Source: an optimization exercise on an open RTL-to-GDS flow (aim: small area, a short achievable clock period and few clock cycles per item). Production flows keep margins and buffers that such runs may drop. Function was checked by simulation only, so behaviour that the tests miss may differ from the original.

## axis_averaging_filter
module axis_averaging_filter #(
    parameter R_I=5, C_I=5, W_I=8, R_K=3, C_K=3,
              DEPTH = $clog2(R_K*C_K),
              LATENCY = DEPTH + 1)(
    input                       clk, rstn,
    output                      s_axis_averaging_ready,
    input                       s_axis_averaging_valid,
    input  [R_I*C_I*W_I-1:0]    s_axis_averaging_data,
    input                       m_axis_averaging_ready,
    output                      m_axis_averaging_valid,
    output [R_I*C_I*W_I-1:0]    m_axis_averaging_data
);
    wire [294:0] sums, sums_q;
    averaging_filter AVERAGING_FILTER (
        .img(s_axis_averaging_data),
        .sums(sums)
    );
    skid_buffer #(.WIDTH(295)) SKID (
        .clk(clk), .rstn(rstn),
        .s_ready(s_axis_averaging_ready),
        .s_valid(s_axis_averaging_valid),
        .s_data (sums),
        .m_ready(m_axis_averaging_ready),
        .m_valid(m_axis_averaging_valid),
        .m_data (sums_q)
    );
    divide_all DIVIDE (
        .sums(sums_q),
        .final_img(m_axis_averaging_data)
    );
endmodule
Size in the first run: roughly 2,100 cells after synthesis, roughly 270 flip-flops, about 26,000 um^2 of cells after synthesis.
Settings: LEC_CHECK=0, CAP_MARGIN=20, CORE_MARGIN=2, CORE_UTILIZATION=55, CTS_BUF_LIST=sky130_fd_sc_hd__clkbuf_8, CTS_CLUSTER_DIAMETER=60, CTS_CLUSTER_SIZE=15, GPL_ROUTABILITY_DRIVEN=0, SETUP_SLACK_MARGIN=1.7, SLEW_MARGIN=20; clock period 8.5 ns.
standard.sh (not shown) runs the stock make flow with config.mk's settings and CLKGATE_MAP_FILE= SYNTH_SCRIPT=/design/flow/synth_recipe.tcl, a recipe that flattens the netlist after the stock synthesis.
==> flow/flow/run.sh <==
#!/bin/bash
# Layout flow: the standard ORFS flow (standard.sh), except that
#  - the combinational leaf modules listed in flow/premap.json are mapped to
#    cells first (premap.py) and handed to the standard synthesis as fixed
#    netlists; registers and all other logic go through standard synthesis;
#  - the port buffers are sky130_fd_sc_hd__buf_1 cells.
# Each tool's output goes to a log file in this folder.
set -uo pipefail
cd "$(dirname "$0")/.."
if ! python3 flow/premap.py > premap.log 2>&1; then
    echo "premap failed, using the design as is" >> premap.log
    cp design.v design_premapped.v
fi
bash standard.sh VERILOG_FILES=$PWD/design_premapped.v \
    BUFFER_PORTS_ARGS="-buffer_cell sky130_fd_sc_hd__buf_1" > standard.log 2>&1
Other scripts of this flow, unchanged in this note and not shown: flow/flow/div9_w10.v, flow/flow/div9_w11.v, flow/flow/div9_w11p.v, flow/flow/div9_w12p.v, flow/flow/premap.json, flow/flow/premap.py
Testbench counts at the start, summed over its fixed seeds: cycles 2,056, items 2,048.
Edit:
--- a/flow/config.mk
+++ b/flow/config.mk
@@ -14,2 +14 @@
-export GPL_ROUTABILITY_DRIVEN = 0
-export SETUP_SLACK_MARGIN = 1.7
+export SETUP_SLACK_MARGIN = 1.9
=> Cell area went up by about 5%. Flip-flop and latch count stays the same. Count of clock-buffer cells in the layout went up by 1.
Edit:
--- a/flow/config.mk
+++ b/flow/config.mk
@@ -14 +14 @@
-export SETUP_SLACK_MARGIN = 1.9
+export SETUP_SLACK_MARGIN = 1.5
What happened:
- sequential cell count is unchanged
- wire length goes down by 1.2%
- die area is unchanged
- cell count falls by 3.0%
- final area went down by 7.4%
- via count is lower by 1.6%
- worst setup slack loses 320 ps
Edit:
--- a/flow/config.mk
+++ b/flow/config.mk
@@ -14 +14 @@
-export SETUP_SLACK_MARGIN = 1.5
+export SETUP_SLACK_MARGIN = 1.6
What happened: The changed run ran to the end with no violations; routed wire length came out lower by about 2.4%; worst setup slack improved by 57 ps; cell count went up by about 0.4%.
Edit:
--- a/flow/config.mk
+++ b/flow/config.mk
@@ -12,3 +12,3 @@
-export CTS_CLUSTER_DIAMETER = 60
-export CTS_CLUSTER_SIZE = 15
-export SETUP_SLACK_MARGIN = 1.6
+export CTS_CLUSTER_DIAMETER = 65
+export CTS_CLUSTER_SIZE = 17
+export SETUP_SLACK_MARGIN = 1.7
The new run finished with timing, DRC and antenna clean.
Wire length shrinks slightly.
Clock skew shrinks by 20 ps.
Design area grows slightly.
Die area stays the same.
Clock-buffer cell count shrinks by 6.
Hold slack degrades by 3.4 ps.

## separate check: timing with driven ports
The results above use ideal ports. As a check the final layouts listed here were re-extracted and re-timed, cells and wires unchanged. Step 1 sets driving cells, clkbuf_16 on the clock port and buf_2 on the other inputs (assumed; they add their load-dependent delay and slew). Step 2 adds t to the input delays and takes it off the output delays; t is the mean of the earliest and latest rising clock arrival at the registers after step 1. Input paths then give back, and output paths get back, about the clock's delay inside the block. Slacks: no drivers / after step 1 / after step 2; pairs: no drivers / after step 1.
| run | t, ns | slack for setup (ns) | hold slack, ns | worst register clock-pin slew, ns | cell pins on the clock port's net |
|---|---|---|---|---|---|
| the first run | 0.685 | 1.819 / 1.781 / 1.162 | 0.549 / 0.549 / 0.549 | 0.10 / 0.10 | 1 |
| the second run | 0.709 | 1.936 / 1.878 / 1.271 | 0.553 / 0.553 / 0.553 | 0.10 / 0.10 | 1 |
| the third run | 0.688 | 1.613 / 1.622 / 0.959 | 0.554 / 0.554 / 0.554 | 0.11 / 0.11 | 1 |
| the fourth run | 0.714 | 1.670 / 1.706 / 0.992 | 0.556 / 0.556 / 0.556 | 0.10 / 0.10 | 1 |
| the fifth run | 0.662 | 1.827 / 1.833 / 1.192 | 0.552 / 0.552 / 0.552 | 0.11 / 0.11 | 1 |
After both steps every run listed still meets setup and hold. The setup slack of the fourth run, which loses most, moves by +0.036 ns with the drivers and by -0.678 ns with both steps.
